Source: an optimization exercise on an open RTL-to-GDS flow (aim: small area). Production flows keep margins and buffers that such runs may drop.
The RTL was checked by simulation tests, not by an equivalence proof against the original design.
Power and IR drop assume default switching activity. No driver is modelled on the clock port, so clocking that relies on it looks cheaper here than on a real chip.

## qoi_encoder
module qoi_encoder(
	input wire[7:0] r,
	input wire[7:0] g,
	input wire[7:0] b,
	input wire[7:0] a,
	input wire finish,
	input wire clk,
	input wire rst,
	output wire[39:0] chunk,
	output wire[2:0] chunk_len
);
Size: ~5200 cells after synthesis.
clock: 10.0 ns
lec_check: 0
cap_margin: 20
core_margin: 2
core_utilization: 65
place_density: 0.95
slew_margin: 20
synth_hierarchical: 1
standard.sh (not shown) runs the stock make flow with config.mk's settings and CLKGATE_MAP_FILE= SYNTH_SCRIPT=/design/flow/synth_recipe.tcl, a recipe that flattens the netlist after the stock synthesis.
==> flow/flow/run.sh <==
#!/bin/bash
# The standard layout (standard.sh: the standard synthesis, then ORFS
# through finish), with two ORFS steps given other arguments:
#  - the port buffers are sky130_fd_sc_hd__buf_1 cells (every input and
#    output port still gets its own buffer);
#  - clock tree synthesis uses clkbuf_16 leaf clusters of up to 32 sinks
#    and inserts no dummy loads.
# make's full output goes to standard.log in the work folder; ORFS keeps
# each step's log under orfs/logs/.
set -euo pipefail
export BUFFER_PORTS_ARGS="-buffer_cell sky130_fd_sc_hd__buf_1"
export CTS_ARGS="-sink_clustering_enable -repair_clock_nets -sink_clustering_size 32 -sink_clustering_max_diameter 80 -buf_list sky130_fd_sc_hd__clkbuf_16 -dont_use_dummy_load"
bash standard.sh > standard.log 2>&1
Rerun with:
Settings changed: PLACE_DENSITY 0.95 to unset.
Effect: The new run passed the timing, DRC and antenna checks. Die area is unchanged. Synthesized area does not change. Total power went down by 1.0%. Count of clock-buffer cells in the layout does not change. Cell area stays flat. Sequential power stays flat. Sequential share of layout area hardly moves. Core utilization barely changes. Final cell count stays flat.
Rerun with:
Settings changed: CORE_UTILIZATION 65 to 75, PLACE_DENSITY set to 0.85.
What happened:
- The changed run finished with timing, DRC and antenna clean
- routed wire length came out lower by 0.42%
- sequential power is about the same
- total power stays flat
- critical path depth came out lower by 1
- non-clock buffer count came out higher by 2
- clock power came out lower by about 2%
- clock skew hardly moves
- synthesized cell count does not change
- worst setup slack is better by 360 ps
- global-route usage came out higher by 5.7 points
Rerun with:
Settings changed: CORE_UTILIZATION 75 to 65.
Outcome: The changed run went through all stages and came out clean. Total power barely changes. Final cell count went up slightly. Critical path depth rose by 1. Wire length is lower by a few percent. Worst setup slack loses 120 ps. Register-to-register slack degrades by 110 ps.


Setup of run 1:
The RTL this note starts from:
==> flow/design.v <==
module qoi_encoder(
	input wire[7:0] r,
	input wire[7:0] g,
	input wire[7:0] b,
	input wire[7:0] a,
	input wire finish,
	input wire clk,
	input wire rst,
	output wire[39:0] chunk,
	output wire[2:0] chunk_len
);
reg[7:0] pr, pg, pb, pa;
reg[7:0] ppa;
reg[7:0] sel_lo, sel_hi;
wire[5:0] ph_hash = {
	|sel_hi[7:4], sel_hi[7] | sel_hi[6] | sel_hi[3] | sel_hi[2], sel_hi[7] | sel_hi[5] | sel_hi[3] | sel_hi[1],
	|sel_lo[7:4], sel_lo[7] | sel_lo[6] | sel_lo[3] | sel_lo[2], sel_lo[7] | sel_lo[5] | sel_lo[3] | sel_lo[1]};
reg pix;           
reg[7:0] c0;
reg[7:0] c1;
wire[2:0] clen = c0[7:6] == 2'b11 ? (c0[0] ? 3'd5 : 3'd4) : c0[7] ? 3'd2 : 3'd1;
reg rep;         
reg[5:0] runm1;  
reg pre_run;     
reg pre_pend;    
reg ph;
reg[25:0] st[0:63];
reg[63:0] valid;
wire[25:0] cur26 = {pr, pg, pb, pa[7:6]};
wire[25:0] wd = cur26 ^ {26{ph}};
wire[63:0] we;
wire[25:0] st_d[0:63];
genvar e, i;
generate for (e = 0; e < 64; e = e + 1) begin : ent
	assign we[e] = sel_lo[e % 8] & sel_hi[e / 8];
	wire wr = we[e];
	wire nwr = ~(sel_lo[e % 8] & sel_hi[e / 8]);
	for (i = 0; i < 26; i = i + 1) begin : bt
		qoi_encoder_cell c(.s(st[e][i]), .we(wr), .nwe(nwr), .d(wd[i]), .y(st_d[e][i]));
	end
	always @(posedge clk)
		st[e] <= st_d[e];
end endgenerate
wire[26:0] rdn[0:21];
wire[26:0] rd;
generate for (e = 0; e < 21; e = e + 1) begin : rg
	for (i = 0; i < 27; i = i + 1) begin : rb
		qoi_encoder_sel3 s(
			.a0(i < 26 ? st[3*e][i] : valid[3*e]), .s0(we[3*e]),
			.a1(i < 26 ? st[3*e+1][i] : valid[3*e+1]), .s1(we[3*e+1]),
			.a2(i < 26 ? st[3*e+2][i] : valid[3*e+2]), .s2(we[3*e+2]),
			.y(rdn[e][i]));
	end
end endgenerate
assign rdn[21] = ~({valid[63], st[63]} & {27{we[63]}});
generate for (i = 0; i < 27; i = i + 1) begin : ro
	wire[21:0] col;
	for (e = 0; e < 22; e = e + 1) begin : rc
		assign col[e] = rdn[e][i];
	end
	assign rd[i] = ~&col;
end endgenerate
wire match = rd[26] ? (rd[25:0] == wd) : (sel_lo[0] && sel_hi[0] && cur26 == 26'd0);
wire k = pre_run | pre_pend;
wire[7:0] pfx = pre_pend ? ppa : {2'b11, runm1};
wire[7:0] hb = {2'b00, ph_hash};
wire[7:0] x0 = k ? pfx : hb;   
wire[7:0] y0 = k ? pfx : c0;   
wire[7:0] x1 = k ? hb : c1;
wire[7:0] y1 = k ? c0 : c1;
wire[2:0] len_x = {2'b00, k} + {2'b00, pix};
wire[2:0] len_y = !pix ? {2'b00, k} : (k && clen == 3'd5) ? 3'd5 : clen + {2'b00, k};
assign chunk[7:0]   = match ? x0 : y0;
assign chunk[15:8]  = match ? x1 : y1;
assign chunk[23:16] = k ? c1 : pg;
assign chunk[31:24] = k ? pg : pb;
assign chunk[39:32] = k ? pb : pa;
assign chunk_len = match ? len_x : len_y;
wire ovf = k && pix && !match && clen == 3'd5;
wire[5:0] h = r[5:0] * 6'd3 + g[5:0] * 6'd5 + b[5:0] * 6'd7 + a[5:0] * 6'd11;
wire is_rep = {pr, pg, pb, pa} == {r, g, b, a};
wire[7:0] vr = r - pr;
wire[7:0] vg = g - pg;
wire[7:0] vb = b - pb;
wire[7:0] vg_r = vr - vg;
wire[7:0] vg_b = vb - vg;
wire is_diff = (vr[7:1] == 7'h00 || vr[7:1] == 7'h7f) &&
               (vg[7:1] == 7'h00 || vg[7:1] == 7'h7f) &&
               (vb[7:1] == 7'h00 || vb[7:1] == 7'h7f);
wire is_luma = (vg[7:5] == 3'h0 || vg[7:5] == 3'h7) &&
               (vg_r[7:3] == 5'h00 || vg_r[7:3] == 5'h1f) &&
               (vg_b[7:3] == 5'h00 || vg_b[7:3] == 5'h1f);
always @(posedge clk) begin
	ph <= ~ph;
	ppa <= pa;
	pr <= r;
	pg <= g;
	pb <= b;
	pa <= a;
	sel_lo <= (8'd1 << h[2:0]) & {8{!finish && !rst}};
	sel_hi <= 8'd1 << h[5:3];
	pre_pend <= ovf;
	c1 <= r;
	if (pa != a) begin
		c0 <= 8'hff;
	end else if (is_diff) begin
		c0 <= {2'b01, ~vr[1], vr[0], ~vg[1], vg[0], ~vb[1], vb[0]};
	end else if (is_luma) begin
		c0 <= {2'b10, ~vg[5], vg[4:0]};
		c1 <= {~vg_r[3], vg_r[2:0], ~vg_b[3], vg_b[2:0]};
	end else begin
		c0 <= 8'hfe;
	end
	if (finish) begin
		pix <= 0;
		rep <= 0;
		pre_run <= rep;
	end else if (is_rep) begin
		pix <= 0;
		if (rep) begin
			runm1 <= runm1 + 6'd1;
			pre_run <= runm1 == 6'd60;
			rep <= runm1 != 6'd60;
		end else begin
			runm1 <= 0;
			pre_run <= 0;
			rep <= 1;
		end
	end else begin
		pix <= 1;
		pre_run <= rep;
		rep <= 0;
	end
	valid <= valid | we;
	if (rst) begin
		pr <= 0;
		pg <= 0;
		pb <= 0;
		pa <= 255;
		pix <= 0;
		rep <= 0;
		pre_run <= 0;
		pre_pend <= 0;
		valid <= 0;
	end
end
endmodule
module qoi_encoder_cell(input wire s, input wire we, input wire nwe, input wire d, output wire y);
assign y = ~((s | we) & (nwe | d));
endmodule
module qoi_encoder_sel3(input wire a0, input wire s0, input wire a1, input wire s1,
	input wire a2, input wire s2, output wire y);
assign y = ~(a0 & s0 | a1 & s1 | a2 & s2);
endmodule
clock: 10.0 ns
lec_check: 0
cap_margin: 20
core_margin: 2
core_utilization: 65
cts_buf_list: sky130_fd_sc_hd__clkbuf_16
cts_cluster_diameter: 80
cts_cluster_size: 28
slew_margin: 20
synth_hierarchical: 1
run.sh (not shown) runs the stock make flow with config.mk's settings and CLKGATE_MAP_FILE= SYNTH_SCRIPT=/design/flow/synth_recipe.tcl, a recipe that flattens the netlist after the stock synthesis.
Stock flow here: none of the scripts above is used.
Run 1: done, clean on timing, DRC and antenna
Setup changes, run 1 to run 4
- clearing CTS_CLUSTER_SIZE, which used to be 28
- clearing CTS_CLUSTER_DIAMETER, which used to be 80
- clearing CTS_BUF_LIST, which used to be sky130_fd_sc_hd__clkbuf_16
==> flow/flow/run.sh (new file) <==
#!/bin/bash
# The standard layout (standard.sh: the standard synthesis, then ORFS
# through finish), with two ORFS steps given other arguments:
#  - the port buffers are sky130_fd_sc_hd__buf_1 cells (every input and
#    output port still gets its own buffer);
#  - clock tree synthesis uses clkbuf_16 leaf clusters of up to 32 sinks
#    and inserts no dummy loads.
# make's full output goes to standard.log in the work folder; ORFS keeps
# each step's log under orfs/logs/.
set -euo pipefail
export BUFFER_PORTS_ARGS="-buffer_cell sky130_fd_sc_hd__buf_1"
export CTS_ARGS="-sink_clustering_enable -repair_clock_nets -sink_clustering_size 32 -sink_clustering_max_diameter 80 -buf_list sky130_fd_sc_hd__clkbuf_16 -dont_use_dummy_load"
bash standard.sh > standard.log 2>&1
==> flow/standard.sh (new file) <==
#!/bin/bash
# synth_recipe.tcl (not shown) runs the flow's synth.tcl, then flattens the netlist and writes it again
# the make line also repeats each setting of config.mk as NAME=value (left out here)
make -C /OpenROAD-flow-scripts/flow DESIGN_CONFIG=/design/flow/config.mk WORK_HOME=/design/flow/orfs CLKGATE_MAP_FILE= SYNTH_SCRIPT=/design/flow/synth_recipe.tcl "${@:-finish}"
removed: flow/run.sh
[summary]
- Having completed the whole flow, run 4 delivered a layout that passed the timing, DRC and antenna checks.
- In run 4, the relative contribution of the clock network to total power came out 1.3 points below the value in run 1.
- Lower final hold slack among run 1 and run 4: run 4
- Between run 1 and run 4, the global-route usage is lower for run 4.
- The area fraction of clock buffers and clock inverters number comes out higher for run 1 vs run 4.
- Clock transition at the registers of the reported paths across run 1 and run 4: no real change.
- Power went down by a few percent going from run 1 to run 4.
- Run 4 against run 1: fmax up 0.0052 GHz, mean routed wirelength per cell down about 1.6%.

## port drivers added, routing unchanged
In the flow no input, the clock included, has a driving cell. The finished layouts below were timed again as built, in two steps. Step 1, drivers: a clkbuf_16 drives clk and a buf_2 each remaining input, both assumed. Step 2 adds t to the input delays and takes it off the output delays; t is the mean of the earliest and latest rising clock arrival at the registers after step 1. Input paths then give back, and output paths get back, about the clock's delay inside the block. Three values: ideal ports, drivers, drivers and shift; two values: the first two.
run | shift t [ns] | setup slack, ns | worst setup path at the end | slew at the worst register clock pin (ns)
the first run of note 1 | 0.764 | 0.675 / 0.605 / 1.370 | register to output | 0.12 / 0.12
the second run of note 1 | 0.732 | 0.916 / 0.846 / 1.577 | register to output | 0.12 / 0.12
the third run of note 1 | 0.718 | 1.273 / 1.194 / 1.912 | register to output | 0.12 / 0.12
the fourth run of note 1 | 0.728 | 1.157 / 1.087 / 1.816 | register to output | 0.12 / 0.12
run 1 | 0.747 | 0.239 / 0.167 / 0.914 | register to output | 0.11 / 0.11
run 4 | 0.723 | 0.713 / 0.637 / 1.360 | register to output | 0.12 / 0.12
After both steps every run listed still meets setup and hold.
